Context: an optimization exercise on an open-source flow, tuned for small area. The choices shown serve that exercise and are no tape-out recipe.
Only simulation tests tie the RTL to the original design; equivalence was not proved.
Power and IR drop assume default switching activity.

--- flow/flow/genmap.py ---
# Writes a yosys techmap file that turns every combinational cell of a liberty
# file into plain logic, from the liberty "function" attributes. Full and half
# adders get XOR forms so that extract_fa can find them again.
import re, sys

lib = open(sys.argv[1]).read()
starts = [(m.group(1), m.start())
          for m in re.finditer(r'\n\s*cell\s*\(\s*"?(\w+)"?\s*\)\s*\{', lib)]
out = []


def conv(f):
    f = f.replace('!', '~').replace('+', '|').replace('*', '&')
    f = re.sub(r'\b1\b', "1'b1", f)
    f = re.sub(r'\b0\b', "1'b0", f)
    return re.sub(r'(\w|\))\s+(?=[\w~(])', r'\1 & ', f)


for i, (name, st) in enumerate(starts):
    end = starts[i + 1][1] if i + 1 < len(starts) else len(lib)
    body = lib[st:end]
    if re.search(r'\b(ff|latch|statetable)\s*\(', body):
        continue
    pins = []
    for m in re.finditer(r'(?<!pg_)pin\s*\(\s*"?(\w+)"?\s*\)\s*\{', body):
        seg = body[m.end():m.end() + 4000]
        seg = seg.split('pin (')[0] if 'pin (' in seg else seg
        d = re.search(r'direction\s*:\s*"?(\w+)"?', seg)
        f = re.search(r'function\s*:\s*"([^"]*)"', seg)
        pins.append((m.group(1), d.group(1) if d else None, f.group(1) if f else None))
    ins = [p for p, d, f in pins if d == 'input']
    outs = [(p, f) for p, d, f in pins if d == 'output']
    if not outs or any(f is None for _, f in outs):
        continue
    short = name.replace('sky130_fd_sc_hd__', '')
    fn = dict(outs)
    if re.fullmatch(r'fa_\d+', short):
        fn = {'COUT': '(A&B)|(A&CIN)|(B&CIN)', 'SUM': 'A^B^CIN'}
    elif re.fullmatch(r'ha_\d+', short):
        fn = {'COUT': 'A&B', 'SUM': 'A^B'}
    else:
        fn = {p: conv(f) for p, f in outs}
    out.append(f"module {name} ({', '.join(ins + [p for p, _ in outs])});")
    out += [f"  input {p};" for p in ins]
    for p, _ in outs:
        out.append(f"  output {p};")
        out.append(f"  assign {p} = {fn[p]};")
    out.append("endmodule\n")
print("\n".join(out))
--- flow/standard.sh ---
#!/bin/bash
# synth_recipe.tcl (not shown) runs the flow's synth.tcl, then flattens the netlist and writes it again
# the make line also repeats each setting of config.mk as NAME=value (left out here)
make -C /OpenROAD-flow-scripts/flow DESIGN_CONFIG=/design/flow/config.mk WORK_HOME=/design/flow/orfs CLKGATE_MAP_FILE= SYNTH_SCRIPT=/design/flow/synth_recipe.tcl "${@:-finish}"
--- flow/flow/run.sh ---
#!/bin/bash
# 1. the standard synthesis.
# 2. Its combinational logic re-mapped for area by yosys/abc (flow/reopt.ys.in);
#    the flip-flops keep their cells and names.
# 3. the standard layout of that netlist, with no dummy loads in the clock
#    tree, clkbuf_16 clock buffers in larger clusters, and buf_1 port buffers.
# Each tool writes its full output to a log file here.
set -euo pipefail
HERE=$(pwd)
PLAT=$FLOW_HOME/platforms/$FLOW_PLATFORM
LIB=$PLAT/lib/sky130_fd_sc_hd__tt_025C_1v80.lib
RES=$HERE/orfs/results/$FLOW_PLATFORM/accel/base
YOSYS=$FLOW_HOME/../tools/install/yosys/bin/yosys
[[ -x $YOSYS ]] || YOSYS=yosys

bash standard.sh synth > 1_standard_synth.log 2>&1
cp "$RES/1_2_yosys.v" std_synth.v

python3 flow/genmap.py "$LIB" > cellmap.v 2> 2_genmap.log
DONTUSE=$(sed -n '/DONT_USE_CELLS +=/,/^#/p' "$PLAT/config.mk" | grep -oE 'sky130_fd_sc_hd__[A-Za-z0-9_]+' | sed 's/^/-dont_use /' | tr '\n' ' ')
sed -e "s#@LIB@#$LIB#g" -e "s#@PLAT@#$PLAT#g" -e "s#@TOP@#$FLOW_TOP#g" \
    -e "s#@ABC@#$HERE/flow/area.abc#g" -e "s#@DONTUSE@#$DONTUSE#g" flow/reopt.ys.in > reopt.ys
"$YOSYS" -s reopt.ys > 3_reopt_yosys.log 2>&1

bash standard.sh clean_synth > 4_clean_synth.log 2>&1
bash standard.sh SYNTH_NETLIST_FILES="$HERE/reopt.v" \
   "CTS_ARGS=-sink_clustering_enable -repair_clock_nets -dont_use_dummy_load -buf_list sky130_fd_sc_hd__clkbuf_16 -sink_clustering_size 30 -sink_clustering_max_diameter 100" \
   "BUFFER_PORTS_ARGS=-buffer_cell sky130_fd_sc_hd__buf_1" \
   finish > 5_standard_layout.log 2>&1
--- flow/flow/reopt.ys.in ---
# Re-map the combinational logic of the standard synthesis for area. The
# flip-flops (and every other cell with state) are left as they are, with
# their names.
read_liberty -lib @LIB@
read_verilog -noblackbox std_synth.v
hierarchy -top @TOP@
techmap -map cellmap.v
techmap
opt -purge
extract_fa -fa
techmap -map @PLAT@/cells_adders_hd.v
techmap
opt -fast -purge
abc -liberty @LIB@ -script @ABC@ @DONTUSE@
opt_clean -purge
hilomap -singleton -hicell sky130_fd_sc_hd__conb_1 HI -locell sky130_fd_sc_hd__conb_1 LO
insbuf -buf sky130_fd_sc_hd__buf_1 A X
opt_clean -purge
check
tee -o reopt_stat.txt stat -liberty @LIB@
write_verilog -noattr -nohex -nodec reopt.v
--- flow/config.mk ---
export PLATFORM = sky130hd
export DESIGN_NAME = accel
export DESIGN_NICKNAME = accel
export VERILOG_FILES = /design/flow/design.v
export SDC_FILE = /design/flow/constraint.sdc
export NUM_CORES = 4
export LEC_CHECK = 0
export ABC_AREA = 1
export CAP_MARGIN = 20
export CORE_MARGIN = 2
export CORE_UTILIZATION = 60
export SLEW_MARGIN = 20
--- flow/constraint.sdc ---
create_clock -name core_clock -period 32.0 [get_ports {clk}]
set_input_delay 6.4000 -clock core_clock [delete_from_list [all_inputs] [get_ports {clk}]]
set_output_delay 6.4000 -clock core_clock [all_outputs]
set_load 0.01 [all_outputs]
--- flow/design.v ---
module rca #(parameter W = 16) (
   input  [W-1:0] a,
   input  [W-1:0] b,
   input          ci,
   output [W-1:0] s,
   output         co
);
wire [W:0] c;
assign c[0] = ci;
genvar i;
generate
   for (i = 0; i < W; i = i + 1) begin : bit_
      assign s[i]   = a[i] ^ b[i] ^ c[i];
      assign c[i+1] = (a[i] & b[i]) | (a[i] & c[i]) | (b[i] & c[i]);
   end
endgenerate
assign co = c[W];
endmodule
module inc #(parameter W = 8) (
   input  [W-1:0] a,
   input          ci,
   output [W-1:0] s
);
wire [W:0] c;
assign c[0] = ci;
genvar i;
generate
   for (i = 0; i < W; i = i + 1) begin : bit_
      assign s[i]   = a[i] ^ c[i];
      assign c[i+1] = a[i] & c[i];
   end
endgenerate
endmodule
module dec #(parameter W = 8) (
   input  [W-1:0] a,
   output [W-1:0] s
);
wire [W:0] b;
assign b[0] = 1'b1;
genvar i;
generate
   for (i = 0; i < W; i = i + 1) begin : bit_
      assign s[i]   = a[i] ^ b[i];
      assign b[i+1] = ~a[i] & b[i];
   end
endgenerate
endmodule
module remapper (
   input  [15:0] in,
   output [3:0]  board_idx
);
wire neg = in[15];
wire in_range = neg ? (&in[14:7]) : ~(|in[14:7]);
wire [7:0] b = {~in[7], in[6:0]};           
wire le_m80, le_m60, le_m40, le_m20, lt_0, le_20, le_40, le_60, le_80;
le_const #(.W(8), .C(8'd48))  c0 (.a(b), .le(le_m80));    
le_const #(.W(8), .C(8'd68))  c1 (.a(b), .le(le_m60));
le_const #(.W(8), .C(8'd88))  c2 (.a(b), .le(le_m40));
le_const #(.W(8), .C(8'd108)) c3 (.a(b), .le(le_m20));
le_const #(.W(8), .C(8'd127)) c4 (.a(b), .le(lt_0));      
le_const #(.W(8), .C(8'd148)) c5 (.a(b), .le(le_20));
le_const #(.W(8), .C(8'd168)) c6 (.a(b), .le(le_40));
le_const #(.W(8), .C(8'd188)) c7 (.a(b), .le(le_60));
le_const #(.W(8), .C(8'd208)) c8 (.a(b), .le(le_80));
wire [8:0] above = {~le_80, ~le_60, ~le_40, ~le_20, ~lt_0, ~le_m20, ~le_m40, ~le_m60, ~le_m80};
wire [3:0] idx_in = above[8] ? 4'd9 : above[7] ? 4'd8 : above[6] ? 4'd7 : above[5] ? 4'd6 :
                    above[4] ? 4'd5 : above[3] ? 4'd4 : above[2] ? 4'd3 : above[1] ? 4'd2 :
                    above[0] ? 4'd1 : 4'd0;
assign board_idx = in_range ? idx_in : (neg ? 4'd0 : 4'd9);
endmodule
module le_const #(parameter W = 8, parameter [W-1:0] C = 0) (
   input  [W-1:0] a,
   output         le
);
wire [W:0] r;
assign r[0] = 1'b1;
genvar i;
generate
   for (i = 0; i < W; i = i + 1) begin : bit_
      if (C[i]) assign r[i+1] = ~a[i] | r[i];
      else      assign r[i+1] = ~a[i] & r[i];
   end
endgenerate
assign le = r[W];
endmodule
module control7 (
   input            clk,
   input            rst_n,
   input      [1:0] KEY,
   input      [3:0] board_idx,
   output           init,
   output     [9:0] LEDR,
   output     [3:0] FSM_state,
   output     [3:0] game_number,
   output reg [9:0] BCD_in
);
localparam START = 4'd0, MOLE = 4'd1, HAMMER = 4'd2, GAME_ENDS = 4'd3,
           A = 4'd4, B = 4'd5, C = 4'd6, D = 4'd7, E = 4'd8;
localparam RES_CYCLES = 25;
wire reset = ~KEY[1];
wire bang  = ~KEY[0];
reg [3:0] state, state_c;
wire [3:0] state_inc;
inc #(4) u_stinc (.a(state), .ci(1'b1), .s(state_inc));
reg [1:0] count, count_c;
reg       reset_timer, write_enable;
reg bang_n, bang_edge;
always @(posedge clk) begin
   if (!rst_n) begin
      bang_n    <= 1'b0;
      bang_edge <= 1'b0;
   end else begin
      bang_n    <= bang;
      bang_edge <= bang & ~bang_n;
   end
end
reg [3:0] ring;
wire [3:0] ring_inc;
inc #(4) u_rinc (.a(ring), .ci(1'b1), .s(ring_inc));
always @(posedge clk) begin
   if (!rst_n)
      ring <= 4'd15;
   else if (reset)
      ring <= 4'd0;
   else if (state != MOLE && ring != 4'd15)
      ring <= (ring == 4'd9) ? 4'd0 : ring_inc;
end
reg [3:0] target_q;
always @(posedge clk) begin
   if (!rst_n)
      target_q <= 4'd15;
   else if (state == MOLE)
      target_q <= ring;
end
wire [3:0] target = (state == MOLE) ? ring : target_q;
wire whack = bang_edge & ~(target[3] & target[2]) & (target == board_idx);
reg [4:0] res;
reg [9:0] tcount;
reg inc_q, t0p2, t3, t9p99;
wire tick   = (res == RES_CYCLES - 1);
wire frozen = (tcount == 10'd999) | whack;
wire [4:0] res_inc;
wire [9:0] tcount_inc;
inc #(5)  u_resinc (.a(res), .ci(1'b1), .s(res_inc));
inc #(10) u_tinc (.a(tcount), .ci(tick & ~frozen), .s(tcount_inc));
always @(posedge clk) begin
   if (!rst_n) begin
      res    <= 5'd0;
      tcount <= 10'd0;
      inc_q  <= 1'b0;
      t0p2   <= 1'b0;
      t3     <= 1'b0;
      t9p99  <= 1'b0;
   end else begin
      res <= (reset_timer | tick) ? 5'd0 : res_inc;
      tcount <= reset_timer ? 10'd0 : tcount_inc;
      inc_q <= tick & ~frozen & ~reset_timer;
      t0p2  <= inc_q & (tcount == 10'd20);
      t3    <= inc_q & (tcount == 10'd300);
      t9p99 <= inc_q & (tcount == 10'd999);
   end
end
always @(*) begin
   state_c = state;
   count_c = count;
   reset_timer = 1'b0;
   write_enable = 1'b0;
   case (state)
      START: if (t3) begin state_c = MOLE; reset_timer = 1'b1; end
      MOLE: if (t0p2) state_c = HAMMER;
      HAMMER: if (t9p99 | whack) begin
         write_enable = 1'b1;
         state_c = GAME_ENDS;
         reset_timer = 1'b1;
      end
      GAME_ENDS: if (t3) begin
         count_c = {count[1] ^ count[0], ~count[0]};
         reset_timer = 1'b1;
         state_c = (count == 2'd3) ? A : START;
      end
      A, B, C, D: if (t3) begin state_c = state_inc; reset_timer = 1'b1; end
      E: if (t3) begin state_c = A; reset_timer = 1'b1; end
      default: ;
   endcase
   if (reset) begin
      state_c = START;
      count_c = 2'd0;
      reset_timer = 1'b1;
   end
end
always @(posedge clk) begin
   if (!rst_n) begin
      state <= START;
      count <= 2'd0;
   end else begin
      state <= state_c;
      count <= count_c;
   end
end
reg [9:0] mem [0:3];
always @(posedge clk) begin
   if (write_enable)
      mem[count] <= tcount;
end
wire [1:0] addr_rd = (state == GAME_ENDS) ? count : state[1:0];
wire [9:0] data_out = mem[addr_rd];
wire [10:0] t01, t23;
wire [11:0] total;
rca #(10) add_01 (.a(mem[0]), .b(mem[1]), .ci(1'b0), .s(t01[9:0]), .co(t01[10]));
rca #(10) add_23 (.a(mem[2]), .b(mem[3]), .ci(1'b0), .s(t23[9:0]), .co(t23[10]));
rca #(11) add_all (.a(t01), .b(t23), .ci(1'b0), .s(total[10:0]), .co(total[11]));
always @(*) begin
   if (state == START || state == MOLE || state == HAMMER)
      BCD_in = tcount;
   else if (state == E)
      BCD_in = total[11:2];
   else
      BCD_in = data_out;
end
assign init = (state == START);
assign FSM_state = state;
assign game_number = (state[3] | state[2]) ? state : {2'b00, count};
wire [3:0] led_idx = (state == MOLE) ? ring : board_idx;
wire led_on = (state == MOLE) | (state == HAMMER);
genvar g;
generate
   for (g = 0; g < 10; g = g + 1) begin : led
      assign LEDR[g] = led_on & (led_idx == g);
   end
endgenerate
endmodule
module bin2bcd (
   input  [9:0] bin,
   output [3:0] bcd2, bcd1, bcd0
);
wire [11:0] st [0:10];
assign st[0] = 12'd0;
genvar i;
generate
   for (i = 0; i < 10; i = i + 1) begin : stage
      wire [3:0] a0, a1, a2;
      add3 u0 (.d(st[i][3:0]),  .q(a0));
      add3 u1 (.d(st[i][7:4]),  .q(a1));
      add3 u2 (.d(st[i][11:8]), .q(a2));
      assign st[i+1] = {a2[2:0], a1, a0, bin[9-i]};
   end
endgenerate
assign bcd0 = st[10][3:0];
assign bcd1 = st[10][7:4];
assign bcd2 = st[10][11:8];
endmodule
module add3 (
   input  [3:0] d,
   output [3:0] q
);
assign q[3] = d[3] | (d[2] & d[0]) | (d[2] & d[1]);
assign q[2] = (d[3] & d[0]) | (d[2] & ~d[1] & ~d[0]);
assign q[1] = (d[3] & ~d[0]) | (~d[2] & d[1]) | (d[1] & d[0]);
assign q[0] = (d[3] & ~d[0]) | (~d[3] & ~d[2] & d[0]) | (d[2] & d[1] & ~d[0]);
endmodule
module seg7 (
   output [7:0]  HEX0,
   output [7:0]  HEX1,
   output [7:0]  HEX2,
   output [7:0]  HEX3,
   output [7:0]  HEX4,
   output [7:0]  HEX5,
   input         SW9,
   input         init,
   input  [3:0]  FSM_state,
   input  [3:0]  game_number,
   input  [11:0] display
);
wire [6:0] d0, d1, d2;
wire [7:0] s4, s5;
digit7 u_d0 (.d(display[3:0]),  .seg(d0));
digit7 u_d1 (.d(display[7:4]),  .seg(d1));
digit7 u_d2 (.d(display[11:8]), .seg(d2));
code8  u_s4 (.s(FSM_state),     .seg(s4));
code8  u_s5 (.s(game_number),   .seg(s5));
assign HEX0 = init ? 8'b1011_1111 : {1'b1, d0};
assign HEX1 = init ? 8'b1011_1111 : {1'b1, d1};
assign HEX2 = init ? 8'b0011_1111 : {1'b0, d2};
assign HEX3 = 8'b1111_1111;
assign HEX4 = SW9 ? 8'b1111_1111 : s4;
assign HEX5 = s5;
endmodule
module digit7 (
   input  [3:0] d,
   output [6:0] seg
);
assign seg = (d == 4'd0) ? 7'b1000000 :
             (d == 4'd1) ? 7'b1111001 :
             (d == 4'd2) ? 7'b0100100 :
             (d == 4'd3) ? 7'b0110000 :
             (d == 4'd4) ? 7'b0011001 :
             (d == 4'd5) ? 7'b0010010 :
             (d == 4'd6) ? 7'b0000010 :
             (d == 4'd7) ? 7'b1111000 :
             (d == 4'd8) ? 7'b0000000 : 7'b0010000;
endmodule
module code8 (
   input  [3:0] s,
   output [7:0] seg
);
assign seg = (s == 4'h0) ? 8'b1111_1001 :
             (s == 4'h1) ? 8'b1010_0100 :
             (s == 4'h2) ? 8'b1011_0000 :
             (s == 4'h3) ? 8'b1001_1001 :
             (s == 4'h4) ? 8'b1000_1000 :
             (s == 4'h5) ? 8'b1000_0011 :
             (s == 4'h6) ? 8'b1100_0110 :
             (s == 4'h7) ? 8'b1010_0001 :
             (s == 4'h8) ? 8'b1000_0110 : 8'b1111_1111;
endmodule
module smooth_filter (
   input         clk,
   input         rst_n,
   input  [15:0] in,
   input  [1:0]  SW,
   output [15:0] out
);
localparam FILTER_CYCLES = 50;
localparam RING = 196;
localparam [127:0] POS = {8'd188, 8'd176, 8'd164, 8'd152, 8'd149, 8'd140, 8'd137, 8'd128,
                          8'd125, 8'd113, 8'd101, 8'd89,  8'd77,  8'd65,  8'd16,  8'd4};
reg [5:0] count;
wire en = (count == FILTER_CYCLES - 1);
wire [5:0] count_inc;
inc #(6) u_cinc (.a(count), .ci(1'b1), .s(count_inc));
reg [15:0] r1, r2, r3, r4;
reg [RING-1:0] ring;
reg [4:0]  nsamp;            
reg [19:0] sum16;
wire [4:0] nsamp_inc;
inc #(5) u_ninc (.a(nsamp), .ci(~nsamp[4]), .s(nsamp_inc));
wire [RING-1:0] moved = {ring[RING-2:0], ring[RING-1]};
reg  [RING-1:0] ring_next;
wire [15:0] h16;
integer j;
always @(*) begin
   ring_next = moved;
   for (j = 0; j < 16; j = j + 1)
      if (en) ring_next[POS[8*j +: 8]] = r4[j];
end
genvar b;
generate
   for (b = 0; b < 16; b = b + 1) begin : rd
      assign h16[b] = ring[(POS[8*b +: 8] + 599) % RING];
   end
endgenerate
always @(posedge clk) begin
   ring <= ring_next;
end
always @(posedge clk) begin
   if (en) begin
      r1 <= in;
      r2 <= r1;
      r3 <= r2;
      r4 <= r3;
   end
end
wire [15:0] oldest_n = ~(h16 & {16{nsamp[4]}});
always @(posedge clk) begin
   if (!rst_n) begin
      count <= 6'd0;
      nsamp <= 5'd0;
      sum16 <= 20'd0;
   end else begin
      count <= en ? 6'd0 : count_inc;
      if (en) begin
         nsamp <= nsamp_inc;
         sum16 <= sum16_next;
      end
   end
end
wire [15:0] d_lo;
wire        d_co;
rca #(16) sub_d (.a(in), .b(oldest_n), .ci(1'b1), .s(d_lo), .co(d_co));
wire [16:0] d = {in[15] ^ oldest_n[15] ^ d_co, d_lo};
wire [19:0] sum16_next;
wire        unused_co16;
rca #(20) add_s (.a(sum16), .b({{3{d[16]}}, d}), .ci(1'b0), .s(sum16_next), .co(unused_co16));
wire [16:0] sum2, sum34;
wire [17:0] sum4;
wire        co2, co34, co4;
rca #(16) add_12 (.a(r1), .b(r2), .ci(1'b0), .s(sum2[15:0]), .co(co2));
assign sum2[16] = r1[15] ^ r2[15] ^ co2;
rca #(16) add_34 (.a(r3), .b(r4), .ci(1'b0), .s(sum34[15:0]), .co(co34));
assign sum34[16] = r3[15] ^ r4[15] ^ co34;
rca #(17) add_4 (.a(sum2), .b(sum34), .ci(1'b0), .s(sum4[16:0]), .co(co4));
assign sum4[17] = sum2[16] ^ sum34[16] ^ co4;
assign out = (SW == 2'd0) ? r1 :
             (SW == 2'd1) ? sum2[16:1] :
             (SW == 2'd2) ? sum4[17:2] : sum16[19:4];
endmodule
module spi_control (
   input             clk,
   input             rst_n,
   input             reset_n,
   input             spi_clk_out,
   output reg [15:0] data_x,
   output            SPI_SDI,
   input             SPI_SDO,
   output            SPI_CSN,
   output            SPI_CLK
);
reg [4:0] ph;
reg [3:0] idx;
reg [7:0] sample_count;
reg [7:0] data_rx;
wire [7:0] sample_inc;
wire [3:0] idx_inc, k_dec;
inc #(8) u_sinc (.a(sample_count), .ci(1'b1), .s(sample_inc));
inc #(4) u_iinc (.a(idx), .ci(1'b1), .s(idx_inc));
wire rd_mode = idx[3] & (idx[2] | (idx[1] & idx[0]));    
wire sample  = (sample_count == 8'd199);
wire bitph   = ph[4];
wire [3:0] k = ph[3:0];
dec #(4) u_kdec (.a(k), .s(k_dec));
wire rx_bit  = bitph & rd_mode & ~k[3];
wire [15:0] word =
   (idx == 4'd0)  ? {2'b00, 6'h24, 8'h20} :
   (idx == 4'd1)  ? {2'b00, 6'h25, 8'h03} :
   (idx == 4'd2)  ? {2'b00, 6'h26, 8'h01} :
   (idx == 4'd3)  ? {2'b00, 6'h27, 8'h7f} :
   (idx == 4'd4)  ? {2'b00, 6'h28, 8'h09} :
   (idx == 4'd5)  ? {2'b00, 6'h29, 8'h46} :
   (idx == 4'd6)  ? {2'b00, 6'h2c, 8'h09} :
   (idx == 4'd7)  ? {2'b00, 6'h2e, 8'h10} :
   (idx == 4'd8)  ? {2'b00, 6'h2f, 8'h10} :
   (idx == 4'd9)  ? {2'b00, 6'h31, 8'h00} :
   (idx == 4'd10) ? {2'b00, 6'h2d, 8'h08} :
   (idx == 4'd11) ? {2'b10, 6'h32, 8'h00} :
   (idx == 4'd12) ? {2'b10, 6'h33, 8'h00} :
   (idx == 4'd13) ? {2'b10, 6'h34, 8'h00} :
   (idx == 4'd14) ? {2'b10, 6'h35, 8'h00} :
                    {2'b10, 6'h30, 8'h00};
assign SPI_CSN = ~(bitph | ph[1]);
assign SPI_CLK = bitph ? spi_clk_out : 1'b1;
assign SPI_SDI = (bitph & ~rx_bit) ? word[k] : 1'b1;
always @(posedge clk) begin
   if (!rst_n || !reset_n)
      sample_count <= 8'd0;
   else if (sample)
      sample_count <= 8'd0;
   else
      sample_count <= sample_inc;
end
always @(posedge clk) begin
   if (!rst_n || !reset_n) begin
      ph  <= 5'd0;
      idx <= 4'd0;
   end else if (bitph) begin
      ph <= (k == 4'd0) ? 5'd3 : {1'b1, k_dec};
   end else begin
      case (ph[1:0])
         2'd0: if (!rd_mode) ph <= 5'd2; else if (sample) ph <= 5'd1;
         2'd1: ph <= 5'd2;
         2'd2: ph <= 5'd31;
         2'd3: begin
            if (idx == 4'd10 || idx == 4'd15) ph <= 5'd0;
            else if (rd_mode) ph <= 5'd1;
            else ph <= 5'd0;
            idx <= (idx == 4'd15) ? 4'd11 : idx_inc;
         end
      endcase
   end
end
always @(posedge clk) begin
   if (rx_bit)
      data_rx <= {data_rx[6:0], SPI_SDO};
end
always @(posedge clk) begin
   if (!rst_n)
      data_x <= 16'd0;
   else if (reset_n && ph == 5'd1 && idx == 4'd12)
      data_x[7:0] <= data_rx;
   else if (reset_n && ph == 5'd1 && idx == 4'd13)
      data_x[15:8] <= data_rx;
end
endmodule
module accel (
   input                      clk,
   input                      rst_n,
   input                      spi_clk_out,
   output           [7:0]     HEX0,
   output           [7:0]     HEX1,
   output           [7:0]     HEX2,
   output           [7:0]     HEX3,
   output           [7:0]     HEX4,
   output           [7:0]     HEX5,
   input            [1:0]     KEY,
   output           [9:0]     LEDR,
   input            [9:0]     SW,
   output                     GSENSOR_CS_N,
   output                     GSENSOR_SCLK,
   output                     GSENSOR_SDI,
   input                      GSENSOR_SDO
   );
wire [15:0] data_x;
wire [15:0] smooth_out;
wire [3:0]  board_idx;
wire        init;
wire [3:0]  FSM_state;
wire [3:0]  game_number;
wire [9:0]  BCD_in;
wire [3:0]  bcd2, bcd1, bcd0;
spi_control spi_ctrl (
   .clk        (clk),
   .rst_n      (rst_n),
   .reset_n    (KEY[0]),
   .spi_clk_out(spi_clk_out),
   .data_x     (data_x),
   .SPI_SDI    (GSENSOR_SDI),
   .SPI_SDO    (GSENSOR_SDO),
   .SPI_CSN    (GSENSOR_CS_N),
   .SPI_CLK    (GSENSOR_SCLK)
);
smooth_filter my_filter (.clk(clk), .rst_n(rst_n), .in(data_x), .SW(SW[1:0]), .out(smooth_out));
remapper my_remapper (.in(smooth_out), .board_idx(board_idx));
control7 my_control7 (.clk(clk), .rst_n(rst_n), .KEY(KEY), .board_idx(board_idx), .init(init),
   .LEDR(LEDR), .FSM_state(FSM_state), .game_number(game_number), .BCD_in(BCD_in));
bin2bcd my_bin2bcd (.bin(BCD_in), .bcd2(bcd2), .bcd1(bcd1), .bcd0(bcd0));
seg7 my_seg7 (.HEX0(HEX0), .HEX1(HEX1), .HEX2(HEX2), .HEX3(HEX3), .HEX4(HEX4), .HEX5(HEX5),
   .SW9(SW[9]), .init(init), .FSM_state(FSM_state), .game_number(game_number),
   .display({bcd2, bcd1, bcd0}));
endmodule
--- flow/flow/area.abc ---
strash; dc2; dch -f; amap; strash; dch -f; amap; topo
==> impl_results.md, run 1 <==
- Gpl congestion: around 0.87
- Critical path's most frequent cell: fa_1
- Hold Path Cell Cnt: 0
- CP Launch Point: my_filter.r1[0]
- Initial core utilization: between 60% and 70%
- IO Pins: between 70 and 80
- CP max stage cell: o41ai_1
- Final WS setup: around 14 ns
- DRC Markers: 0
- 1st-pass router iterations: 5
- Grt ovf: 0
- Die Wd: about 170 um
- Row count: 59
- Critical path fanouts, max: 4
- Clock Skew: 0.0342 ns
- Vias in the first global route: about 10000
- Power Total: 0.000784 W
- Worst hold slack: between 0.3 and 0.4 ns
- Pin count of the biggest net entering global routing: 91
- WL/cell: approximately 16 um
- Fillers: 1998
- Clock sink count: approximately 400
- ANT nets after route: 0
- Setup crit end kind: primary output
- Std-Cell Core Area: 26100 um^2
- Total CTS buffers: 17
- Pwr dens: 45.9 nW/um^2
- Period utilisation layout: around 56%
- Final min period: around 18 ns
- Place WS: between 10 and 15 ns
- Post-DP HPWL: between 20 and 25 mm
- Critical Path Source Type: register
- P_leak: between 5 and 6 nW
- Post-Synthesis Cells: around 1400
- Clk buf depth: 3
- VDD IR max: about 0.000072 V
- Fin. max-slew vios: 0
- Tightest Pin Transition: 1.01 ns
- First-pass GRT wire length: approximately 50 mm
- Share of post-route cells with drive strength above 1: under 10%
- Final #Nets: 1636
- # port buffers: 56
- Final setup viols: 0
- CP arrival: approximately 11 ns
- CTS HTree Levels: 1
- Max incr delay on CP: 0.64 ns
- Die area: around 28000 um^2
- Worst-Skew Late Latency: around 0.52 ns
- Via/cell ratio: 5.67
- Via count: roughly 10000
- Max Fclk: roughly 56 MHz
- Reg2Reg Launch Point: my_filter.r1[0]
- CTS root buf: clkbuf_16
- CP Data Required Time: around 26 ns
- Initial antenna violation count: 0
- Final hold vios: 0
- YS warnings: 0
- Status: finished clean
- Worst Min Path Start: my_filter.ring[134]
- R2R cell count: 37
- Post-CTS Setup Bufs: 0
- Class of the worst hold path: reg2reg
- Setup Crit Path Kind: reg2out
- Clk pin slew, worst setup/hold paths: roughly 0.11 ns
- 1st-iter DRT viols: around 800
- Setup TNS: 0 ns
- Antenna diodes: 0
- Hold-fix buffers at CTS: 0
- Die extent in y: about 170 um
- Mapped cell area: roughly 16000 um^2
- Post_cts resized: 0
- Clock tree from TritonCTS: done
- RSZ-0062 raised after global routing: false
- Slew headroom: between 30 and 40%
- Syn Area/Cell: 11.1 um^2
- WL final: roughly 30 mm
- Total Routing Usage GR: between 20% and 30%
- Synthesis-to-finish area growth: 7.35%
- Max cap viols: 0
==> sequential cells by signal, indices dropped and copies added, names as in the netlist, 2 cells and up <==
| name | cells |
|---|---|
| spi_ctrl.ph | 5 |
| spi_ctrl.data_x | 16 |
| spi_ctrl.sample_count | 8 |
| my_control7.count | 2 |
| my_filter.r1 | 16 |
| my_control7.target_q | 4 |
| my_filter.nsamp | 5 |
| spi_ctrl.idx | 4 |
| my_filter.r2 | 16 |
| my_filter.ring | 196 |
| my_filter.count | 6 |
| my_filter.r4 | 16 |
| my_filter.sum16 | 20 |
| my_control7.mem | 40 |
| my_control7.ring | 4 |
| my_control7.state | 4 |
| spi_ctrl.data_rx | 8 |
| my_filter.r3 | 16 |
| my_control7.res | 5 |
| my_control7.tcount | 10 |
==> power by group <==
group          internal (W)  switching [W]
Combinational    0.00000513      0.0000128
Sequential         0.000527     0.00000161
Clock             0.0000963       0.000141
==> layout make-up <==
| class | instances | area, um^2 | share of cell area (%) |
|---|---|---|---|
| Timing Repair Buffer | 67 | 313 | 1.83 |
| Clock buffer | 17 | 425 | 2.49 |
| Multi-Input combinational cell | 868 | 6080 | 35.6 |
| Tap cell | 335 | 419 | 2.45 |
| Inverter | 156 | 587 | 3.43 |
| Sequential cell | 407 | 9270 | 54.2 |
==> critical path, delay by kind of cell, from the launching register on <==
kind | cells | cell delay (ns)
adders and majority gates | 16 | 7.38
AOI/OAI and AO/OA | 7 | 1.55
and+or+nand+nor | 7 | 1.12
DFF | 1 | 0.47
buffers and inverters | 4 | 0.43
==> worst paths after layout <==
check | to | slack [ns]
max | LEDR[7] | 14.16
min reg2reg | my_filter.ring[135] | 0.32
max reg2reg | my_control7.mem[2][1] | 19.21
min | my_filter.ring[135] | 0.32
==> per-layer routing <==
metal  vias to the layer above  wire (um)  GRT usage, %
met5                         -          0             0
met4                         0        471          4.50
met3                        35       1400          2.57
met2                       251      14200          36.5
met1                      5056      14100          32.2
li1                       5150          -             -
==> metrics by stage <==
stage                     util (%)  cell area [um^2]  cells
after floorplan                  -             16000   1444
after global placement        63.9             16600   1832
after detailed placement      63.9             16600   1832
after CTS                     65.5             17100   1849
after global routing          65.6             17100   1850
final                         65.6             17100   1850
==> cell usage in the layout (no fill, tap or decap), types with 10 or more instances in the layout <==
master	count
nor3_1	54
a211oi_1	14
o22ai_1	48
o21ai_0	98
conb_1	13
a31oi_1	10
dfxtp_1	295
a21oi_1	43
edfxtp_1	112
clkbuf_16	17
buf_4	10
nor2_1	207
o22a_1	18
nand2_1	93
a221oi_1	14
buf_1	56
a22oi_1	25
fa_1	103
or2_0	11
and3_1	11
clkinv_1	155
==> run 2, diff against run 1 <==
--- a/flow/flow/run.sh
+++ b/flow/flow/run.sh
@@ -3,6 +3,9 @@
 # 2. Its combinational logic re-mapped for area by yosys/abc (flow/reopt.ys.in);
 #    the flip-flops keep their cells and names.
-# 3. the standard layout of that netlist, with no dummy loads in the clock
-#    tree, clkbuf_16 clock buffers in larger clusters, and buf_1 port buffers.
+# 3. Full-adder polarities chosen to need fewer inverters (flow/fafix.py); the
+#    result is used only if a SAT proof shows it equivalent to step 2's.
+# 4. the standard layout of that netlist, with no dummy loads in the clock
+#    tree, clkbuf_16 clock buffers in clusters of up to 30 sinks, and buf_1
+#    port buffers.
 # Each tool writes its full output to a log file here.
 set -euo pipefail
@@ -23,7 +26,18 @@
 "$YOSYS" -s reopt.ys > 3_reopt_yosys.log 2>&1
 
-bash standard.sh clean_synth > 4_clean_synth.log 2>&1
-bash standard.sh SYNTH_NETLIST_FILES="$HERE/reopt.v" \
+NETLIST=$HERE/reopt.v
+if python3 flow/fafix.py reopt.v fafix.v > 4_fafix.log 2>&1 &&
+   python3 flow/cutflops.py reopt.v reopt_cut.v >> 4_fafix.log 2>&1 &&
+   python3 flow/cutflops.py fafix.v fafix_cut.v >> 4_fafix.log 2>&1 &&
+   sed -e "s#@TOP@#$FLOW_TOP#g" flow/eq.ys.in > eq.ys &&
+   "$YOSYS" -s eq.ys > 5_fafix_equiv_yosys.log 2>&1 &&
+   grep -q "SAT proof finished - no model found: SUCCESS" 5_fafix_equiv_yosys.log; then
+  NETLIST=$HERE/fafix.v
+fi
+echo "netlist for the layout: $NETLIST" > 6_netlist_choice.log
+
+bash standard.sh clean_synth > 7_clean_synth.log 2>&1
+bash standard.sh SYNTH_NETLIST_FILES="$NETLIST" \
    "CTS_ARGS=-sink_clustering_enable -repair_clock_nets -dont_use_dummy_load -buf_list sky130_fd_sc_hd__clkbuf_16 -sink_clustering_size 30 -sink_clustering_max_diameter 100" \
    "BUFFER_PORTS_ARGS=-buffer_cell sky130_fd_sc_hd__buf_1" \
-   finish > 5_standard_layout.log 2>&1
+   finish > 8_standard_layout.log 2>&1
==> flow/flow/cutflops.py (new file) <==
# Turn every flip-flop instance of a flat netlist into cut points: its Q becomes
# a module input and its data/enable pins module outputs, for a combinational
# equivalence check.
import re, sys
src = open(sys.argv[1]).read()
m = re.search(r'\bmodule\s+(\S+)\s*\((.*?)\);', src, re.S)
inst_re = re.compile(r'^\s*(sky130_fd_sc_hd__\w*df\w+)\s+(\S+)\s*\((.*?)\);', re.S | re.M)
pin_re = re.compile(r'\.(\w+)\(\s*(.*?)\s*\)\s*(?:,|$)', re.S)
newports = []; decl = []; assigns = []
k = 0
def repl(mm):
    global k
    pm = dict((p, n.strip()) for p, n in pin_re.findall(mm.group(3)))
    key = re.sub(r'[^A-Za-z0-9_]', '_', mm.group(2))
    for p, n in sorted(pm.items()):
        if p == 'CLK': continue
        port = f'ff_{key}_{p}'
        newports.append(port)
        if p in ('Q', 'Q_N'):
            decl.append(f'  input {port};'); assigns.append(f'  assign {n} = {port} ;')
        else:
            decl.append(f'  output {port};'); assigns.append(f'  assign {port} = {n} ;')
    return ''
body = inst_re.sub(repl, src[m.end():])
hdr = src[:m.start()] + f'module {m.group(1)}({m.group(2)}, ' + ', '.join(newports) + ');'
i = body.rindex('endmodule')
open(sys.argv[2], 'w').write(hdr + '\n' + '\n'.join(decl) + '\n' + body[:i] + '\n'.join(assigns) + '\n' + body[i:])
==> flow/flow/eq.ys.in (new file) <==
# Combinational equivalence of two netlists with the same flip-flops, which
# cutflops.py has turned into module ports.
read_verilog cellmap.v
read_verilog reopt_cut.v
rename @TOP@ gold
read_verilog fafix_cut.v
rename @TOP@ gate
flatten
techmap
opt -purge
miter -equiv -flatten -make_assert gold gate miter
sat -verify -prove-asserts -set-init-zero miter
==> flow/flow/fafix.py (new file) <==
# Choose the polarity of each full-adder cell so that the fewest inverters are
# needed, then rebuild the inverters. A full adder with all three inputs
# inverted gives both outputs inverted (sum and majority are self-dual).
# Reads and writes a flat yosys netlist of sky130 cells.
import re, sys, collections, random

src = open(sys.argv[1]).read()
m = re.search(r'\bmodule\s+(\S+)\s*\((.*?)\);', src, re.S)
head_end = m.end()
body_end = src.rindex('endmodule')
body = src[head_end:body_end]
inst_re = re.compile(r'^\s*(sky130_fd_sc_hd__\w+)\s+(\S+)\s*\((.*?)\);', re.S | re.M)
pin_re = re.compile(r'\.(\w+)\(\s*(.*?)\s*\)\s*(?:,|$)', re.S)
cells = {}
order = []
for mm in inst_re.finditer(body):
    cells[mm.group(2)] = [mm.group(1), dict((p, n.strip()) for p, n in pin_re.findall(mm.group(3)))]
    order.append(mm.group(2))
rest = inst_re.sub('', body)
special = set()
for a in re.findall(r'assign\s+(.*?);', rest, re.S):
    special.update(t for t in re.split(r'[=\s{},]+', a) if t)
ports = set(re.findall(r'\b(?:input|output)\s+(?:\[[^\]]*\]\s*)?(\w+)', rest))
def is_special(n):
    return n in special or n.split('[')[0].strip() in ports or n.split('[')[0].strip() in special

OUTP = {'X', 'Y', 'Q', 'Q_N', 'COUT', 'SUM', 'HI', 'LO'}
def is_inv(nm):
    t, pm = cells[nm]
    return re.fullmatch(r'sky130_fd_sc_hd__(clk)?inv_\d+', t) is not None and not is_special(pm['Y'])
def is_fa(nm): return cells[nm][0] == 'sky130_fd_sc_hd__fa_1'

drv = {}
for nm in order:
    for p, n in cells[nm][1].items():
        if p in OUTP: drv[n] = (nm, p)

def root(n):
    """(source net, parity): follow removable inverters back to their source."""
    par = 0
    while n in drv and is_inv(drv[n][0]):
        n = cells[drv[n][0]][1]['A']; par ^= 1
    return n, par

# consumers: every input pin of a non-inverter cell, and every special net
# driven through inverters.
cons = []   # (cell or None, pin, source net, parity)
for nm in order:
    if is_inv(nm): continue
    for p, n in cells[nm][1].items():
        if p in OUTP: continue
        r, par = root(n)
        cons.append((nm, p, r, par))
for n in list(drv):
    if is_special(n) and drv[n][0] in cells and is_inv(drv[n][0]):
        pass  # not removable by construction (is_inv false for special outputs)
fas = [nm for nm in order if is_fa(nm)]
fa_idx = {f: i for i, f in enumerate(fas)}
src_fa = {}
for f in fas:
    for p in ('COUT', 'SUM'):
        src_fa[cells[f][1][p]] = f

def cost(flip):
    need = set()
    for c, p, r, par in cons:
        q = par ^ (flip[fa_idx[c]] if c in fa_idx else 0) ^ (flip[fa_idx[src_fa[r]]] if r in src_fa else 0)
        if q: need.add(r)
    # special nets (ports) that are fa outputs directly
    for r, f in src_fa.items():
        if is_special(r) and flip[fa_idx[f]]: need.add(r)
    return len(need)

random.seed(1)
flip = [0] * len(fas)
best = cost(flip); start = best
cur = best
T = 1.0
for it in range(20000):
    i = random.randrange(len(fas))
    flip[i] ^= 1
    c = cost(flip)
    if c <= cur or random.random() < pow(2.718, (cur - c) / T):
        cur = c
        if c < best: best = c; bestflip = list(flip)
    else:
        flip[i] ^= 1
    T = max(0.05, T * 0.9995)
if best == start: bestflip = [0] * len(fas)
sys.stderr.write(f'fafix: inverted sources {start} -> {best}\n')
flip = bestflip

# rebuild: drop removable inverters, reconnect consumers, add one inverter per
# source that needs one.
removed = {nm for nm in order if is_inv(nm)}
inv_of = {}
k = [0]
new_wires = []
def get_inv(r):
    if r not in inv_of:
        k[0] += 1
        y = f'_fafix_{k[0]}_'
        new_wires.append(y)
        nm = f'_fafix_inv_{k[0]}_'
        cells[nm] = ['sky130_fd_sc_hd__clkinv_1', {'A': r, 'Y': y}]
        order.append(nm)
        inv_of[r] = y
    return inv_of[r]
for c, p, r, par in cons:
    q = par ^ (flip[fa_idx[c]] if c in fa_idx else 0) ^ (flip[fa_idx[src_fa[r]]] if r in src_fa else 0)
    cells[c][1][p] = get_inv(r) if q else r
# fa outputs that are special nets: keep the net's logical value
for r, f in list(src_fa.items()):
    if is_special(r) and flip[fa_idx[f]]:
        raise SystemExit('fa drives a port directly; not handled')
for nm in removed:
    del cells[nm]
# a flipped fa keeps its pin names; its output nets now carry the inverted
# value, which the consumers above already account for.
out = [src[:head_end], rest.rstrip() + '\n']
out += [f'  wire {w};\n' for w in new_wires]
for nm in order:
    if nm not in cells: continue
    t, pm = cells[nm]
    out.append(f'  {t} {nm} (\n' + ',\n'.join(f'    .{p}({n} )' for p, n in pm.items()) + '\n  );\n')
out.append(src[body_end:])
open(sys.argv[2], 'w').write(''.join(out))
n_inv = sum(1 for nm in cells if re.search(r'__(clk)?inv_', cells[nm][0]))
sys.stderr.write(f'fafix: {sum(flip)} adders flipped, {n_inv} inverters\n')
==> run 2 against run 1 <==
Total power up 0.23%; sequential share of layout area increased by 0.27 points; count of clock-buffer cells in the layout stayed put; utilization decreased by 0.14 points; via count increased by 0.18%; clock skew decreased by 0.0077 ns; non-clock buffer count shrank 1; largest power group unchanged.
==> impl_results.md, run 2 <==
- Status: finished clean
- Share of post-route cells with drive strength above 1: 2.13%
- Final non-filler cell total: about 1800
- Worst-Skew Late Latency: 0.52 ns
- Critical path's most frequent cell: fa_1
- Initial antenna violation count: 0
- Setup crit end kind: primary output
- CTS root buf: clkbuf_16
- DRC Markers: 0
- 1st-pass router iterations: 5
- Setup TNS: 0 ns
- P_leak: around 5.9 nW
- ANT nets after route: 0
- Pin count of the biggest net entering global routing: 83
- Switch share: around a fifth
- Fin. max-slew vios: 0
- Int Pwr: ~0.00063 W
- Vias in the first global route: 10200
- Max incr delay on CP: between 0.5 and 0.6 ns
- Synthesis-to-finish area growth: 7.21%
- Final WS setup: 14.22 ns
- 1st-iter DRT viols: roughly 750
- # port buffers: 56
- Row count: 59
- CTS HTree Levels: 1
- DP Cell Count: around 1800
- Slew headroom: between 30% and 40%
- Via count: between 10000 and 15000
- Post-Synthesis Cells: between 1000 and 1500
- Grt ovf: 0
- Via/cell ratio: approximately 5.7
- Post-DP HPWL: ~22 mm
- Critical path fanouts, max: 4
- Clk pin slew, worst setup/hold paths: around 0.11 ns
- Most frequent cells in the layout: dfxtp_1 (295), nor2_1 (207), clkinv_1 (140)
- WL final: slightly below 30 mm
- Die Wd: about 170 um
- Clock power share: ~30%
- Hold-fix buffers at CTS: 0
- CP arrival: about 11 ns
- Pwr dens: between 40 and 50 nW/um^2
- Final #Nets: around 1600
- Final min period: roughly 18 ns
- Max Fclk: 56.2 MHz
- Switching power: approximately 0.00016 W
- Initial core utilization: about three fifths
- Die area: about 28000 um^2
- Hold Path Cell Cnt: 0
- IO Pins: between 70 and 80
- Total Routing Usage GR: 22.1%
- Class of the worst hold path: reg2reg
- WL/cell: 16.2 um
- Post-CTS Setup Bufs: 0
- Die extent in y: about 170 um
- Top reg by flops: my_filter.ring
- Clock Skew: roughly 0.026 ns
- Antenna diodes: 0
- Flop pwr share: between 60 and 70%
- Tightest Pin Transition: around 1.0 ns
- Mapped cell area: ~16000 um^2
- Place WS: between 10 and 15 ns
- Largest registers: my_filter.ring x196, my_control7.mem x40, my_filter.sum16 x20
- VDD IR max: 0.0000720 V
- Clk buf depth: 3
- Clock sink count: roughly 400
- Setup Crit Path Kind: reg2out
- Period utilisation layout: 55.6%
- First-pass GRT wire length: approximately 51 mm
- Final setup viols: 0
- RSZ-0062 raised after global routing: false
- Gpl congestion: a little under 0.9
- CP max stage cell: o41ai_1
- Largest register FFs: roughly 200
- Syn Area/Cell: between 10 and 15 um^2
- Clock tree from TritonCTS: done
- Critical Path Source Type: register
- R2R cell count: 35
- Final hold vios: 0
- YS warnings: 0
- Std-Cell Core Area: roughly 26000 um^2
- Max cap viols: 0
- Commonest non-fill, non-tap cell in the layout: dfxtp_1
- Total CTS buffers: 17
- Logic pwr share: roughly 2.3%
- Fillers: ~2100
- CP Data Required Time: around 26 ns
- Post_cts resized: 0
[run 2: power by group through the flow]
stage          Clock (W)  Combinational (W)  Sequential, W
3_3_place_gp           0          0.0000173       0.000540
2_1_floorplan          0          0.0000126       0.000540
3_5_place_dp           0          0.0000176       0.000541
5_1_grt         0.000263          0.0000203       0.000529
4_1_cts         0.000247          0.0000177       0.000529
6_report        0.000239          0.0000179       0.000529
[run 2: layout make-up]
type | instances | area [um^2] | area share (%)
flip-flops and latches | 407 | 9270 | 54.5
clock buffers | 17 | 425 | 2.50
repair buffers | 66 | 285 | 1.68
multi-input cells | 868 | 6080 | 35.8
well taps | 335 | 419 | 2.46
inverters | 141 | 531 | 3.12
[run 2: worst paths after layout]
kind / from / endpoint / slack (ns)
worst min-delay path: my_filter.ring[189] / my_filter.ring[190] / 0.33
worst max register to register: my_filter.r1[0] / my_control7.mem[2][2] / 19.24
worst max-delay path: my_filter.r1[0] / LEDR[7] / 14.22
worst min register to register: my_filter.ring[189] / my_filter.ring[190] / 0.33
[run 2: stage by stage]
step                hold WS [ns]  util (%)  power, W  cell area, um^2
floorplan                  0.310         -  0.000553            15900
detailed placement         0.312      63.8  0.000558            16600
global placement           0.310      63.8  0.000558            16600
global route               0.340      65.5  0.000812            17000
finish                     0.325      65.5  0.000786            17000
CTS                        0.335      65.5  0.000794            17000
[run 2: per-layer routing]
metal	part of all wire, %	track usage (%)
met5	0	0
met4	1.8	4.27
met3	4.4	2.26
met2	48	37.0
met1	46	31.8
[run 2: critical path: cells and delay by family (launching register included)]
kind	cells	cell delay, ns
simple gates	6	1.06
fa+ha+maj	16	7.31
compound gates	7	1.68
flops	1	0.48
buf+inv	3	0.33
==> run 3, diff against run 2 <==
==> flow/flow/run.sh (replaced) <==
#!/bin/bash
# 1. the standard synthesis.
# 2. Its combinational logic re-mapped for area by yosys/abc with four abc
#    scripts (flow/abc_*.abc), in parallel; the flip-flops keep their cells
#    and names. The smallest result that a SAT proof shows equivalent to the
#    standard synthesis is kept (else the standard synthesis itself).
# 3. Full-adder polarities chosen to need fewer inverters (flow/fafix.py),
#    kept only if a SAT proof shows it equivalent too.
# 4. the standard layout of that netlist, with no dummy loads in the clock
#    tree, clkbuf_16 clock buffers in clusters of up to 30 sinks, and buf_1
#    port buffers.
# Each tool writes its full output to a log file here.
set -euo pipefail
HERE=$(pwd)
PLAT=$FLOW_HOME/platforms/$FLOW_PLATFORM
LIB=$PLAT/lib/sky130_fd_sc_hd__tt_025C_1v80.lib
RES=$HERE/orfs/results/$FLOW_PLATFORM/accel/base
YOSYS=$FLOW_HOME/../tools/install/yosys/bin/yosys
[[ -x $YOSYS ]] || YOSYS=yosys

bash standard.sh synth > 1_standard_synth.log 2>&1
cp "$RES/1_2_yosys.v" std_synth.v

python3 flow/genmap.py "$LIB" > cellmap.v 2> 2_genmap.log
DONTUSE=$(sed -n '/DONT_USE_CELLS +=/,/^#/p' "$PLAT/config.mk" | grep -oE 'sky130_fd_sc_hd__[A-Za-z0-9_]+' | sed 's/^/-dont_use /' | tr '\n' ' ')

# equiv GOLD GATE LOG: SAT proof that two netlists are equivalent
equiv() {
  python3 flow/cutflops.py "$1" "${1%.v}_cut.v" >> "$3" 2>&1 &&
  python3 flow/cutflops.py "$2" "${2%.v}_cut.v" >> "$3" 2>&1 &&
  sed -e "s#@TOP@#$FLOW_TOP#g" -e "s#@GOLD@#${1%.v}_cut.v#g" -e "s#@GATE@#${2%.v}_cut.v#g" \
      flow/eq.ys.in > "${3%.log}.ys" &&
  timeout 600 "$YOSYS" -s "${3%.log}.ys" >> "$3" 2>&1 &&
  grep -q "SAT proof finished - no model found: SUCCESS" "$3"
}

for v in a b c d; do
  sed -e "s#@LIB@#$LIB#g" -e "s#@PLAT@#$PLAT#g" -e "s#@TOP@#$FLOW_TOP#g" \
      -e "s#@ABC@#$HERE/flow/abc_$v.abc#g" -e "s#@DONTUSE@#$DONTUSE#g" \
      -e "s#@NAME@#reopt_$v#g" flow/reopt.ys.in > reopt_$v.ys
  ( timeout 900 "$YOSYS" -s reopt_$v.ys > 3_reopt_${v}_yosys.log 2>&1 || true ) &
done
wait

NETLIST=$HERE/std_synth.v
for v in $(for v in a b c d; do
             a=$(grep -oE "Chip area for module .*: [0-9.]+" reopt_${v}_stat.txt 2>/dev/null | awk '{print $NF}')
             [[ -n "$a" && -s reopt_$v.v ]] && echo "$a $v"
           done | sort -g | awk '{print $2}'); do
  if equiv std_synth.v reopt_$v.v 4_equiv_reopt_$v.log; then
    NETLIST=$HERE/reopt_$v.v
    break
  fi
done
echo "after re-mapping: $NETLIST" > 5_netlist_choice.log

if python3 flow/fafix.py "$NETLIST" fafix.v > 6_fafix.log 2>&1 &&
   equiv "$NETLIST" fafix.v 7_equiv_fafix.log; then
  NETLIST=$HERE/fafix.v
fi
echo "for the layout: $NETLIST" >> 5_netlist_choice.log

bash standard.sh clean_synth > 8_clean_synth.log 2>&1
bash standard.sh SYNTH_NETLIST_FILES="$NETLIST" \
   "CTS_ARGS=-sink_clustering_enable -repair_clock_nets -dont_use_dummy_load -buf_list sky130_fd_sc_hd__clkbuf_16 -sink_clustering_size 34 -sink_clustering_max_diameter 80" \
   "BUFFER_PORTS_ARGS=-buffer_cell sky130_fd_sc_hd__buf_1" \
   finish > 9_standard_layout.log 2>&1
==> flow/flow/abc_a.abc (new file) <==
strash; dc2; dch -f; amap; strash; dch -f; amap; topo
==> flow/flow/abc_b.abc (new file) <==
strash; dc2; &get -n; &deepsyn -T 20; &put; dc2; dch -f; amap; topo
==> flow/flow/abc_c.abc (new file) <==
strash; dc2; &get -n; &deepsyn -T 20 -S 1; &put; dc2; dch -f; amap; topo
==> flow/flow/abc_d.abc (new file) <==
strash; dc2; &get -n; &deepsyn -T 20; &put; dc2; &get -n; &deepsyn -T 20 -S 5; &put; dc2; dch -f; amap; topo
--- a/flow/flow/eq.ys.in
+++ b/flow/flow/eq.ys.in
@@ -2,7 +2,7 @@
 # cutflops.py has turned into module ports.
 read_verilog cellmap.v
-read_verilog reopt_cut.v
+read_verilog @GOLD@
 rename @TOP@ gold
-read_verilog fafix_cut.v
+read_verilog @GATE@
 rename @TOP@ gate
 flatten
--- a/flow/flow/reopt.ys.in
+++ b/flow/flow/reopt.ys.in
@@ -18,4 +18,4 @@
 opt_clean -purge
 check
-tee -o reopt_stat.txt stat -liberty @LIB@
-write_verilog -noattr -nohex -nodec reopt.v
+tee -o @NAME@_stat.txt stat -liberty @LIB@
+write_verilog -noattr -nohex -nodec @NAME@.v
removed: flow/flow/area.abc
==> run 3 against run 2 <==
Global-route usage is 0.065 points higher; routed wire length is 0.50% lower; first-iteration DRC count stayed put; total power is 0.52% higher; utilization is 0.40 points higher; sequential share of layout area is 1.2 points higher; count of clock-buffer cells in the layout stayed put; die area is 2.2% lower; critical path type unchanged; critical endpoint is now LEDR[1].
==> impl_results.md, run 3 <==
- Std-Cell Core Area: ~25000 um^2
- Max cap viols: 0
- Total Routing Usage GR: about 22%
- Post-CTS Setup Bufs: 0
- First-pass GRT wire length: between 40 and 50 mm
- Clk buf depth: 3
- Via/cell ratio: approximately 5.7
- Final #Nets: around 1500
- CP max stage cell: or4_1
- Mapped cell area: 15500 um^2
- Vias in the first global route: about 9500
- Tightest Pin Transition: approximately 1 ns
- WL/cell: approximately 17 um
- Slew headroom: 34.0%
- Post-Synthesis Cells: between 1000 and 1500
- Largest registers: my_filter.ring x196, my_control7.mem x40, my_filter.sum16 x20
- VDD IR max: about 0.00006 V
- Clk pin slew, worst setup/hold paths: approximately 0.11 ns
- Setup TNS: 0 ns
- Final setup viols: 0
- DRC Markers: 0
- Clock Skew: 0.0719 ns
- ANT nets after route: 0
- Initial antenna violation count: 0
- # port buffers: between 50 and 60
- Status: finished clean
- Critical Path Source Type: register
- Share of post-route cells with drive strength above 1: ~2.2%
- Die Wd: about 160 um
- CP arrival: 11.61 ns
- Max Fclk: between 50 and 60 MHz
- WL final: ~30 mm
- Via count: 9789
- Critical path fanouts, max: 4
- 1st-iter DRT viols: ~750
- Hold-fix buffers at CTS: 0
- YS warnings: 0
- Antenna diodes: 0
- Critical path's most frequent cell: fa_1
- Fin. max-slew vios: 0
- Die area: 27100 um^2
- CTS HTree Levels: 1
- Commonest non-fill, non-tap cell in the layout: dfxtp_1
- Largest register FFs: 196
- 1st-pass router iterations: 5
- Clock sink count: just over 400
- Class of the worst hold path: reg2reg
- Setup Crit Path Kind: reg2out
- Clock tree from TritonCTS: done
- Top reg by flops: my_filter.ring
- Setup crit end kind: primary output
- Grt ovf: 0
- Max incr delay on CP: around 0.57 ns
- Most frequent cells in the layout: dfxtp_1 (295), nor2_1 (173), clkinv_1 (130)
- Die extent in y: ~160 um
- Period utilisation layout: 56.3%
- Initial core utilization: between 60% and 70%
- Gpl congestion: 0.886
- Post-DP HPWL: 21.4 mm
- Pin count of the biggest net entering global routing: 75
- Final hold vios: 0
- Final WS setup: between 10 and 15 ns
- RSZ-0062 raised after global routing: false
- Post_cts resized: 0
- Synthesis-to-finish area growth: 7.28%
- IO Pins: between 70 and 80
- P_leak: between 5 and 6 nW
- Row count: slightly below 60
- CP Data Required Time: approximately 26 ns
- Total CTS buffers: 17
- Final min period: 18.01 ns
- Place WS: between 10 and 15 ns
- CTS root buf: clkbuf_16
- Worst-Skew Late Latency: approximately 0.53 ns
- Pwr dens: around 47 nW/um^2
- Syn Area/Cell: around 12 um^2
-- run 3: worst paths after layout --
path	from	end	slack [ns]	cells past startpoint
max	my_filter.r1[0]	LEDR[1]	13.99	31
min reg2reg	my_filter.ring[17]	my_filter.ring[18]	0.31	0
max reg2reg	my_filter.r1[0]	my_control7.mem[3][9]	18.81	32
min	my_filter.ring[17]	my_filter.ring[18]	0.31	0
-- run 3: through the flow --
step | power, W | utilization [%] | hold WS, ns | instance area (um^2) | cells
finish | 0.000790 | 65.9 | 0.311 | 16600 | 1721
global route | 0.000816 | 65.9 | 0.321 | 16600 | 1721
CTS | 0.000797 | 65.8 | 0.314 | 16600 | 1721
detailed placement | 0.000563 | 64.1 | 0.312 | 16200 | 1704
global placement | 0.000562 | 64.1 | 0.309 | 16200 | 1704
floorplan | 0.000556 | - | 0.310 | 15500 | 1323
-- run 3: per-layer routing --
| layer | share of wire, % | wire length, um | global-route usage [%] | vias to the layer above |
|---|---|---|---|---|
| met5 | 0 | 0 | 0 | - |
| met4 | 1.7 | 507 | 4.55 | 0 |
| met3 | 4.4 | 1300 | 3.11 | 34 |
| met2 | 47 | 13900 | 37.0 | 227 |
| met1 | 47 | 13800 | 31.3 | 4769 |
| li1 | - | - | - | 4759 |
-- run 3: final cells by class --
cell class | instances | area, um^2
Clock buffer | 17 | 425
Inverter | 131 | 493
Sequential cell | 407 | 9270
Fill cell | 1944 | 8620
Multi-Input combinational cell | 772 | 5760
Tap cell | 330 | 413
Timing Repair Buffer | 64 | 272
-- run 3: power breakdown --
group          switching, W  leakage (nW)  internal [W]
combinational     0.0000147          2.20    0.00000608
clock              0.000142         0.209     0.0000964
sequential       0.00000224          3.40      0.000528
-- run 3: worst max-delay path: cells and delay by family (launching register included) --
kind | cells | cell delay (ns)
simple gates | 6 | 1.35
fa+ha+maj | 16 | 7.45
compound gates | 5 | 1.40
buf+inv | 4 | 0.45
flops | 1 | 0.45
==> run 4, diff against run 3 <==
--- a/flow/flow/run.sh
+++ b/flow/flow/run.sh
@@ -63,5 +63,5 @@
 bash standard.sh clean_synth > 8_clean_synth.log 2>&1
 bash standard.sh SYNTH_NETLIST_FILES="$NETLIST" \
-   "CTS_ARGS=-sink_clustering_enable -repair_clock_nets -dont_use_dummy_load -buf_list sky130_fd_sc_hd__clkbuf_16 -sink_clustering_size 34 -sink_clustering_max_diameter 80" \
+   "CTS_ARGS=-sink_clustering_enable -repair_clock_nets -dont_use_dummy_load -buf_list {sky130_fd_sc_hd__clkbuf_8 sky130_fd_sc_hd__clkbuf_16} -sink_clustering_size 30 -sink_clustering_max_diameter 100" \
    "BUFFER_PORTS_ARGS=-buffer_cell sky130_fd_sc_hd__buf_1" \
    finish > 9_standard_layout.log 2>&1
==> run 4 against run 3 <==
Still clean on timing, DRC and antenna; clock skew shrank 0.028 ns; synthesized cell count is the same; die area is the same; non-clock buffer count is the same; total power is essentially flat; worst hold slack lost 0.0060 ns; sequential power is essentially flat; design area is the same; combinational power is essentially flat; critical path type unchanged; largest power group unchanged; highest routed layer unchanged.
==> impl_results.md, run 4 <==
- Critical Path Source Type: register
- Setup crit end kind: primary output
- Worst-Skew Late Latency: roughly 0.52 ns
- R2R setup slack: 18.72 ns
- Max incr delay on CP: about 0.57 ns
- RSZ-0062 raised after global routing: false
- P_leak: around 5.8 nW
- Total CTS buffers: 17
- Max Fclk: 55.5 MHz
- Status: finished clean
- Largest registers: my_filter.ring x196, my_control7.mem x40, my_filter.sum16 x20
- Via count: approximately 9800
- YS warnings: 0
- Mapped cell area: about 16000 um^2
- Tightest Pin Transition: between 1 and 1.5 ns
- Initial antenna violation count: 0
- Initial core utilization: 61.4%
- Clock Skew: 0.0439 ns
- Hold-fix buffers at CTS: 0
- Share of post-route cells with drive strength above 1: ~2.2%
- Final min period: roughly 18 ns
- CP arrival: 11.61 ns
- Grt ovf: 0
- First-pass GRT wire length: 47.5 mm
- Most frequent cells in the layout: dfxtp_1 (295), nor2_1 (173), clkinv_1 (130)
- Pin count of the biggest net entering global routing: 75
- Critical path fanouts, max: 4
- Final hold vios: 0
- Final setup viols: 0
- Die area: about 27000 um^2
- Via/cell ratio: roughly 5.7
- Final #Nets: about 1500
- Largest register FFs: just under 200
- Clock tree from TritonCTS: done
- # port buffers: 56
- Die Wd: approximately 160 um
- CP max stage cell: or4_1
- ANT nets after route: 0
- Pwr dens: approximately 47 nW/um^2
- 1st-pass router iterations: 7
- CTS root buf: clkbuf_16
- Gpl congestion: approximately 0.9
- Class of the worst hold path: reg2reg
- Syn Area/Cell: 11.8 um^2
- Setup Crit Path Kind: reg2out
- DRC Markers: 0
- Fillers: 1942
- Vias in the first global route: roughly 9400
- WL/cell: around 17 um
- Antenna diodes: 0
- Setup TNS: 0 ns
- Post-Synthesis Cells: approximately 1300
- WL final: between 20 and 30 mm
- Max cap viols: 0
- Post-DP HPWL: ~21 mm
- Area of the multi-input gates: about 5800 um^2
- Synthesis-to-finish area growth: 7.28%
- CTS HTree Levels: 1
- DP Area: about 16000 um^2
- Total Routing Usage GR: roughly 22%
- Critical path's most frequent cell: fa_1
- Std-Cell Core Area: about 25000 um^2
- Sequential cell area: roughly 9000 um^2
- Slew headroom: 31.5%
- Clk pin slew, worst setup/hold paths: 0.11 ns
- Post-layout instance area: approximately 17000 um^2
- Die extent in y: around 160 um
- Clk buf depth: 3
- IO Pins: 77
- VDD IR max: 0.0000616 V
- Top reg by flops: my_filter.ring
- Period utilisation layout: between 50% and 60%
- CP Data Required Time: approximately 26 ns
- Post-CTS Setup Bufs: 0
- Fin. max-slew vios: 0
- Fin util: between 60 and 70%
- Clock sink count: 407
- 1st-iter DRT viols: 820
- Post_cts resized: 0
- Row count: between 50 and 60
- Commonest non-fill, non-tap cell in the layout: dfxtp_1
## run 4: worst paths after layout
check	from	end	cells past startpoint
worst max-delay path	my_filter.r1[0]	LEDR[1]	31
worst min-delay path	my_filter.ring[0]	my_filter.ring[1]	0
worst max register to register	my_filter.r1[0]	my_control7.mem[3][6]	32
worst min register to register	my_filter.ring[0]	my_filter.ring[1]	0
## run 4: final cells by class
type	instances	area share, %
well taps	330	2.48
flip-flops and latches	407	55.7
clock buffers	17	2.56
repair buffers	64	1.63
inverters	131	2.96
multi-input cells	772	34.6
## run 4: layer usage
layer	routed length [um]	vias up	global-route usage [%]
li1	-	4759	-
met1	13700	4807	31.3
met2	13900	220	36.9
met3	1240	30	2.86
met4	476	0	4.47
met5	0	-	0
## run 4: critical path, delay by kind of cell, from the launching register on
family | cells | cell delay (ns)
buffers and inverters | 4 | 0.45
adders and majority gates | 16 | 7.48
AOI/OAI and AO/OA | 5 | 1.38
and+or+nand+nor | 6 | 1.35
DFF | 1 | 0.45
## run 4: through the flow
step           worst slack (ns)  std cells  hold slack, ns  power (W)
2_1_floorplan             15.32       1323           0.310   0.000556
4_1_cts                   13.87       1721           0.305   0.000797
6_report                  13.99       1721           0.305   0.000789
3_3_place_gp              14.61       1704           0.309   0.000562
3_5_place_dp              14.45       1704           0.312   0.000563
5_1_grt                   13.31       1721           0.330   0.000816
## run 4: power by group
part / total (W) / internal (W) / switching (W) / leakage, nW
combinational: 0.0000208 / 0.00000608 / 0.0000147 / 2.20
clock: 0.000238 / 0.0000964 / 0.000142 / 0.209
sequential: 0.000530 / 0.000528 / 0.00000224 / 3.40
total: 0.000789 / 0.000631 / 0.000159 / 5.81

[separate check: timing with driven ports]
The results above use ideal ports. As a check the final layouts listed here were re-extracted and re-timed, cells and wires unchanged. Step 1 assumes that a clkbuf_16 drives the clock port and a buf_2 every other input. Step 2, shift: input delay + t, output delay - t, t = (earliest + latest rising clock arrival at the registers) / 2. This alone moves slack from input paths to output paths. Slacks: no drivers / after step 1 / after step 2; pairs: no drivers / after step 1.
| run | shift t [ns] | setup slack, ns | clock arrival spread, ns |
|---|---|---|---|
| run 1 | 0.554 | 14.157 / 14.103 / 14.658 | 0.038 / 0.037 |
| run 2 | 0.553 | 14.221 / 14.172 / 14.725 | 0.027 / 0.026 |
| run 3 | 0.545 | 13.990 / 13.941 / 14.486 | 0.072 / 0.072 |
| run 4 | 0.547 | 13.991 / 13.942 / 14.489 | 0.044 / 0.044 |
After both steps every run listed still meets setup and hold.
